This is an optimization exercise on Yosys and OpenROAD, whose aim is small area, a short achievable clock period and few clock cycles, not a production implementation.
Function was checked by simulation only, so behaviour that the tests miss may differ from the original.

<file path="flow/constraint.sdc">
create_clock -name core_clock -period 11.0 [get_ports {clk}]
set_input_delay 2.2000 -clock core_clock [delete_from_list [all_inputs] [get_ports {clk}]]
set_output_delay 2.2000 -clock core_clock [all_outputs]
set_load 0.01 [all_outputs]
</file>
<file path="flow/flow/run.sh">
#!/bin/bash
# The standard layout (standard.sh), with two changes: SYNTH_ARGS=-noabc
# skips the quick ABC pass inside Yosys's "synth" fine stage, so extract_fa
# sees the adder trees as written and maps them to full adders without
# inverters between them; and ORFS's timing repair aims for 5.4 ns of setup
# slack.  Registers, their names and cell types are those of the standard
# synthesis; the clock period and constraints are the design's.
set -euo pipefail
bash standard.sh SYNTH_ARGS=-noabc SETUP_SLACK_MARGIN=5.4 finish > standard.log 2>&1
</file>
<file path="flow/config.mk">
export PLATFORM = sky130hd
export DESIGN_NAME = goldschmidt_divider
export DESIGN_NICKNAME = goldschmidt_divider
export VERILOG_FILES = /design/flow/design.v
export SDC_FILE = /design/flow/constraint.sdc
export NUM_CORES = 4
export LEC_CHECK = 0
export ABC_AREA = 1
export CAP_MARGIN = 20
export CORE_MARGIN = 2
export CORE_UTILIZATION = 50
export SLEW_MARGIN = 20
</file>
<file path="flow/standard.sh">
#!/bin/bash
# synth_recipe.tcl (not shown) runs the flow's synth.tcl, then flattens the netlist and writes it again
# the make line also repeats each setting of config.mk as NAME=value (left out here)
make -C /OpenROAD-flow-scripts/flow DESIGN_CONFIG=/design/flow/config.mk WORK_HOME=/design/flow/orfs CLKGATE_MAP_FILE= SYNTH_SCRIPT=/design/flow/synth_recipe.tcl "${@:-finish}"
</file>
<file path="flow/design.v">
module goldschmidt_divider (
    input wire clk,
    input wire rst_n,
    input wire start,
    input wire [15:0] numerator,       
    input wire [15:0] denominator,     
    output wire [15:0] quotient,       
    output reg valid,
    output wire error
);
reg        busy;
reg [2:0]  cnt;
reg [28:0] xn;       
reg [29:0] accn;
reg [24:0] xd;       
reg [25:0] accd;
reg [11:0] yh;       
reg [6:0]  one_n, two_n, neg_n, one_dn, two_dn, neg_dn;
reg [3:0]  lz;       
reg        eq, dz, d3one;
wire [2:0] cnt_nx = busy ? cnt + 3'd1 : 3'd0;
wire       fin    = cnt[0];      
wire [42:0] sumn;
wire [38:0] sumd;
gs_mac #(.W(30), .O(43)) mn (.a(accn), .x({xn, 1'b0}), .one(one_n), .two(two_n), .neg(neg_n), .s(sumn));
gs_mac #(.W(26), .O(39)) md (.a(accd), .x({xd, 1'b0}), .one(~one_dn), .two(~two_dn), .neg(~neg_dn), .s(sumd));
function [20:0] booth;       
    input [12:0] v;
    reg [15:0] w;
    integer i;
    begin
        w = {2'b00, v, 1'b0};
        for (i = 0; i < 7; i = i + 1) begin
            booth[i]      = w[2*i+1] ^ w[2*i];
            booth[7 + i]  = (w[2*i+2] & ~w[2*i+1] & ~w[2*i]) | (~w[2*i+2] & w[2*i+1] & w[2*i]);
            booth[14 + i] = w[2*i+2] & ~(w[2*i+1] & w[2*i]);
        end
    end
endfunction
wire [12:0] nxdig = ~sumd[24:12];    
wire [20:0] bnext = !busy ? booth(f0m1) : fin ? booth({1'b0, yh}) : booth(nxdig);
wire [15:0] d = denominator;
wire        z3 = (d[15:8] == 8'd0);
wire [15:0] d3 = z3 ? {d[7:0], 8'd0} : d;
wire        z2 = (d3[15:12] == 4'd0);
wire [15:0] d2 = z2 ? {d3[11:0], 4'd0} : d3;
wire        z1 = (d2[15:14] == 2'd0);
wire [15:0] d1 = z1 ? {d2[13:0], 2'd0} : d2;
wire        z0 = ~d1[15];
wire [15:0] d0 = z0 ? {d1[14:0], 1'b0} : d1;
wire [11:0] dn = d0[15:4];
reg [12:0] f0m1;     
always @(*) begin
    case (dn[10:8])
        3'd0: f0m1 = 13'd8191;
        3'd1: f0m1 = 13'd7281;
        3'd2: f0m1 = 13'd6553;
        3'd3: f0m1 = 13'd5957;
        3'd4: f0m1 = 13'd5460;
        3'd5: f0m1 = 13'd5040;
        3'd6: f0m1 = 13'd4680;
        default: f0m1 = 13'd4368;
    endcase
end
reg  [10:0] xinc;
wire [18:0] n4lo = {1'b0, xn[17:0]} + {1'b0, accn[29:12]};
wire [28:0] n4   = {n4lo[18] ? xinc : xn[28:18], n4lo[17:0]};
wire [43:0] qsh = {15'd0, n4} << lz;
assign quotient = eq ? 16'h1000 : qsh[31:16];
assign error    = dz;
always @(posedge clk or negedge rst_n) begin
    if (!rst_n) begin
        busy  <= 1'b0;
        valid <= 1'b0;
    end else begin
        valid <= busy & (cnt == 3'd5);
        if (!busy)
            busy <= start;
        else if (cnt == 3'd5)
            busy <= 1'b0;
    end
end
always @(posedge clk) begin
    cnt <= cnt_nx;
    xinc <= xn[28:18] + 11'd1;
    {neg_n, two_n, one_n} <= bnext;
    {neg_dn, two_dn, one_dn} <= ~bnext;
    if (!busy) begin
        xn   <= {2'd0, numerator, 11'd0};
        accn <= {2'd0, numerator, 12'd0};
        xd   <= {2'd0, dn, 11'd0};
        accd <= {2'd0, dn, 12'd0};
        lz   <= {z3, z2, z1, z0};
        eq   <= (numerator == denominator);
        dz   <= (denominator == 16'd0);
    end else if (fin) begin
        accn <= (cnt[2] & d3one) ? 30'd0 : sumn[42:13];
        accd <= sumd[38:13];
    end else begin
        xn   <= sumn[40:12];
        accn <= {sumn[40:12], 1'b0};
        xd   <= sumd[36:12];
        accd <= {sumd[36:12], 1'b0};
        yh   <= ~sumd[36:25];
        d3one <= sumd[36];
    end
end
endmodule
module gs_mac #(parameter W = 30, parameter O = 43) (
    input  wire [W-1:0] a,
    input  wire [W-1:0] x,
    input  wire [6:0] one, two, neg,    
    output wire [O-1:0] s
);
wire [W+1:0] x1 = {2'b00, x};
wire [W+1:0] x2 = {1'b0, x, 1'b0};
wire one0 = one[0], two0 = two[0], neg0 = neg[0];
wire [W+1:0] q0 = ({(W+2){one0}} & x1 | {(W+2){two0}} & x2) ^ {(W+2){neg0}};
wire one1 = one[1], two1 = two[1], neg1 = neg[1];
wire [W+1:0] q1 = ({(W+2){one1}} & x1 | {(W+2){two1}} & x2) ^ {(W+2){neg1}};
wire one2 = one[2], two2 = two[2], neg2 = neg[2];
wire [W+1:0] q2 = ({(W+2){one2}} & x1 | {(W+2){two2}} & x2) ^ {(W+2){neg2}};
wire one3 = one[3], two3 = two[3], neg3 = neg[3];
wire [W+1:0] q3 = ({(W+2){one3}} & x1 | {(W+2){two3}} & x2) ^ {(W+2){neg3}};
wire one4 = one[4], two4 = two[4], neg4 = neg[4];
wire [W+1:0] q4 = ({(W+2){one4}} & x1 | {(W+2){two4}} & x2) ^ {(W+2){neg4}};
wire one5 = one[5], two5 = two[5], neg5 = neg[5];
wire [W+1:0] q5 = ({(W+2){one5}} & x1 | {(W+2){two5}} & x2) ^ {(W+2){neg5}};
wire one6 = one[6], two6 = two[6], neg6 = neg[6];
wire [W+1:0] q6 = ({(W+2){one6}} & x1 | {(W+2){two6}} & x2) ^ {(W+2){neg6}};
wire [O-1:0] r0 = ({{(O-W-4){1'b0}}, ~q0[W+1], q0[W+1], q0[W+1], q0[W:0]} << 0);
wire [O-1:0] r1 = ({{(O-W-3){1'b0}}, 1'b1, ~q1[W+1], q1[W:0]} << 2) | ({{(O-1){1'b0}}, neg0} << 0);
wire [O-1:0] r2 = ({{(O-W-3){1'b0}}, 1'b1, ~q2[W+1], q2[W:0]} << 4) | ({{(O-1){1'b0}}, neg1} << 2);
wire [O-1:0] r3 = ({{(O-W-3){1'b0}}, 1'b1, ~q3[W+1], q3[W:0]} << 6) | ({{(O-1){1'b0}}, neg2} << 4);
wire [O-1:0] r4 = ({{(O-W-3){1'b0}}, 1'b1, ~q4[W+1], q4[W:0]} << 8) | ({{(O-1){1'b0}}, neg3} << 6);
wire [O-1:0] r5 = ({{(O-W-3){1'b0}}, 1'b1, ~q5[W+1], q5[W:0]} << 10) | ({{(O-1){1'b0}}, neg4} << 8);
wire [O-1:0] r6 = ({{(O-W-3){1'b0}}, 1'b1, ~q6[W+1], q6[W:0]} << 12) | ({{(O-1){1'b0}}, neg5} << 10);
wire [O-1:0] ra = {{(O-W){1'b0}}, a};
wire [O-1:0] t0s0 = r0 ^ r1 ^ r2;
wire [O-1:0] t0c0 = ((r0 & r1) | (r0 & r2) | (r1 & r2)) << 1;
wire [O-1:0] t0s1 = r3 ^ r4 ^ r5;
wire [O-1:0] t0c1 = ((r3 & r4) | (r3 & r5) | (r4 & r5)) << 1;
wire [O-1:0] t1s0 = t0s0 ^ t0c0 ^ t0s1;
wire [O-1:0] t1c0 = ((t0s0 & t0c0) | (t0s0 & t0s1) | (t0c0 & t0s1)) << 1;
wire [O-1:0] t1s1 = t0c1 ^ r6 ^ ra;
wire [O-1:0] t1c1 = ((t0c1 & r6) | (t0c1 & ra) | (r6 & ra)) << 1;
wire [O-1:0] t2s0 = t1s0 ^ t1c0 ^ t1s1;
wire [O-1:0] t2c0 = ((t1s0 & t1c0) | (t1s0 & t1s1) | (t1c0 & t1s1)) << 1;
wire [O-1:0] t3s0 = t2s0 ^ t2c0 ^ t1c1;
wire [O-1:0] t3c0 = ((t2s0 & t2c0) | (t2s0 & t1c1) | (t2c0 & t1c1)) << 1;
assign s = t3s0 + t3c0;
endmodule
</file>
==> summary.txt <==
-- registers in the layout, indices dropped and copies added (netlist names), 3 cells and up --
name and cells:
xn 29, cnt 3, neg_n 6, xd 25, one_dn 7, two_dn 7, lz 4, two_n 7
yh 12, neg_dn 6, xinc 11, one_n 7, accn 29, accd 25
-- cells by family after synthesis --
kind of cell             share of synthesized area
adder cells (fa/ha/maj)                      0.317
XOR/XNOR                                     0.126
buffers and inverters                       0.0736
AO/OA/AOI/OAI                                0.169
flip-flops                                   0.149
AND/OR/NAND/NOR                              0.165
-- path summary, 6_finish.rpt --
| check | start | to | slack (ns) |
|---|---|---|---|
| setup / recovery | xd[8] | one_n[4] | 5.42 |
| hold / removal | xn[27] | xinc[9] | 0.51 |
| setup reg to reg | xd[8] | one_n[4] | 5.42 |
| hold reg to reg | xn[27] | xinc[9] | 0.51 |
| max in group asynchronous | rst_n | busy | 9.01 |
| min in group asynchronous | rst_n | valid | 1.87 |
-- layer usage --
layer / GRT usage / routed length [µm] / vias up
li1: - / - / 11900
met1: 0.434 / 40500 / 13200
met2: 0.614 / 51200 / 1406
met3: 0.0569 / 7460 / 397
met4: 0.237 / 7610 / 0
met5: 0 / 0 / -
-- area by class of cell --
class                   instances  area [µm²]  area share
repair buffers                235        2210      0.0683
clock inverters                15         225     0.00697
well taps                     748         936      0.0290
inverters                     337        1510      0.0467
clock buffers                  17         425      0.0132
flip-flops and latches        183        4210       0.130
multi-input cells            2748       22700       0.704
repair inverters                7        50.0     0.00155
diodes                          1        2.50   0.0000775
-- what timing repair did --
| action | 4_1_cts | 5_1_grt |
|---|---|---|
| endpoints found under the setup margin | 114 | 115 |
| resized for setup | 172 | 269 |
| buffers inserted | 81 | 76 |
| cloned | 2 | 7 |
| pin swaps | 23 | 34 |
-- per-stage QoR --
stage / cells / hold WS [ns]
3_5_place_dp: 4092 / 0.466
2_1_floorplan: 3466 / 0.438
3_3_place_gp: 4092 / 0.468
6_report: 4291 / 0.508
5_1_grt: 4290 / 0.519
4_1_cts: 4207 / 0.499
-- cell usage in the layout (no fill, tap or decap), types with 53 or more instances in the layout --
cell and instances:
a21oi_1 113, buf_4 146, clkinvlp_4 53, dfxtp_1 96, fa_1 321, ha_1 154
inv_1 247, nand2_1 500, nand3_1 181, nor2_1 171, o21ai_0 122, o22ai_1 361
xor2_1 359
==> impl_metrics.tcl <==
set metrics [dict create \
    slowest_stage "fa_1" \
    max-cap-violations 0 \
    grt_antenna_before_repair 0 \
    dieArea_um2 57600 \
    rsz0062_at_grt "true" \
    cp_num_cells 20 \
    core_area_um2 55100 \
    portBuffers 52 \
    grt_pass1_vias 27200 \
    grt_pass1_wl_um 159000 \
    tns_ns 0 \
    cts_sinks 183 \
    drtAntennaViolNets 0 \
    min_delay_path_depth 1 \
    die_x_um 240 \
    synthFlopType "dfxtp_1" \
    die_h_um 240 \
    synth_fp_nets 4012 \
    cp.required_ns 11.37 \
    drcViolationCount 0 \
    setup_viol 0 \
    status "finished clean" \
    path_clk_slew_ns 0.09 \
    fin_area_um2 32300 \
    clock_latency_ns 0.48 \
    avgSynthCellArea_um2 8.03 \
    drive_gt1_frac 0.176 \
    netlist.area_leader.share 0.234 \
    yosys_warnings 1 \
    syn_area_um2 27800 \
    cp-start-kind "flip-flop" \
    fin_util 0.586 \
    critPathKind "reg -> reg" \
    wl_per_cell_um 24.9 \
    cts_made_buffers 17 \
    synth_most_common_cell "nand2_1" \
    grt-ovfl-total 0 \
    vias 26900 \
    fillers 5022 \
    gp_congestion 1.02 \
    path_cells "clkinvlp_4 > buf_4 > o22ai_1 > xor2_1 > fa_1 > fa_1 > fa_1 > fa_1 > ha_4 > nand2_1 > nor2_1 > inv_2 > nor2_2 > nand4_1 > o2111ai_4 > xor2_2 > inv_2 > ha_1 > a221oi_2 > inv_1" \
    grt_start_max_net_pins 79 \
    viasPerCell 6.26 \
    place_area_um2 28700 \
    ys_types 58 \
    cts_tree "done" \
    area.growth.synth_to_final_pct 16.0 \
    fmax_ghz 0.179 \
    cp_num_buf_inv 5 \
    endpoint_kind "flip-flop" \
    crit_arrival_ns 5.95 \
    hold_viol 0 \
    wl_um 107000 \
    ys_seq_area_frac 0.149 \
    path_max_fanout 6 \
    ios 53 \
    reg2regPathDepth 20 \
    dp_hpwl_um 77100 \
    synthArstFlopShare 0.0109 \
    synth_edf_count 47 \
    grt.total_usage 0.365 \
    initial_utilization 0.505 \
    synthTopCellsByArea "fa_1 23%, xor2_1 12%, dfxtp_1 9.6%" \
    slew_headroom 0.272 \
    min_period_ns 5.58 \
    cts_root_buf "clkbuf_16" \
    synthCells 3466 \
    hold_buffers 0 \
    nNetsFinal 4075 \
    rows 86 \
    cts_max_path_buffers 2 \
    finalCritPeriodShare 0.507 \
    cpMostUsedCell "fa_1" \
    fin_worst_skew_ns 0.0139 \
    ys_ff_latch 183 \
    place_ws_ns 4.53 \
    worst_pin_slew_ns 1.09 \
    post-route-worst-setup-slack_ns 5.42 \
    drv_slew 0 \
    synth_top_area_cell "fa_1" \
    yosys-top-cells-count "528 x nand2_1, 368 x o22ai_1, 368 x xor2_1" \
    drt_iter0_markers 2408 \
    crit_path_max_incr_delay_ns 0.58 \
    drtPass1Iterations 6 \
    worstHoldPathType "reg -> reg" \
    cp_top_family "adder cells" \
    htree_levels 4 \
]
Testbench counts, summed over its fixed seeds: cycles 112,000.

## afterwards: timing with drivers on the ports
In the flow no input, the clock included, has a driving cell. The finished layout below was timed again as built, in two steps.
Step 1 sets driving cells, clkbuf_16 on the clock port and buf_2 on the other inputs (assumed; they add their load-dependent delay and slew).
Step 2 also shifts input and output timing later by t, the mid clock arrival at the registers, as if the neighbouring blocks saw the same clock.
Three values: no drivers, after step 1, after step 2; two values: the first two.
t, ns: 0.530
setup WS [ns]: 5.418 / 5.418 / 5.242
worst setup path at the end: input to register
pins driven straight from the clock port: 1
After both steps setup and hold are still met in this run. For this run, drivers alone change the setup slack by 0.000 ns; drivers and shift together by -0.176 ns.
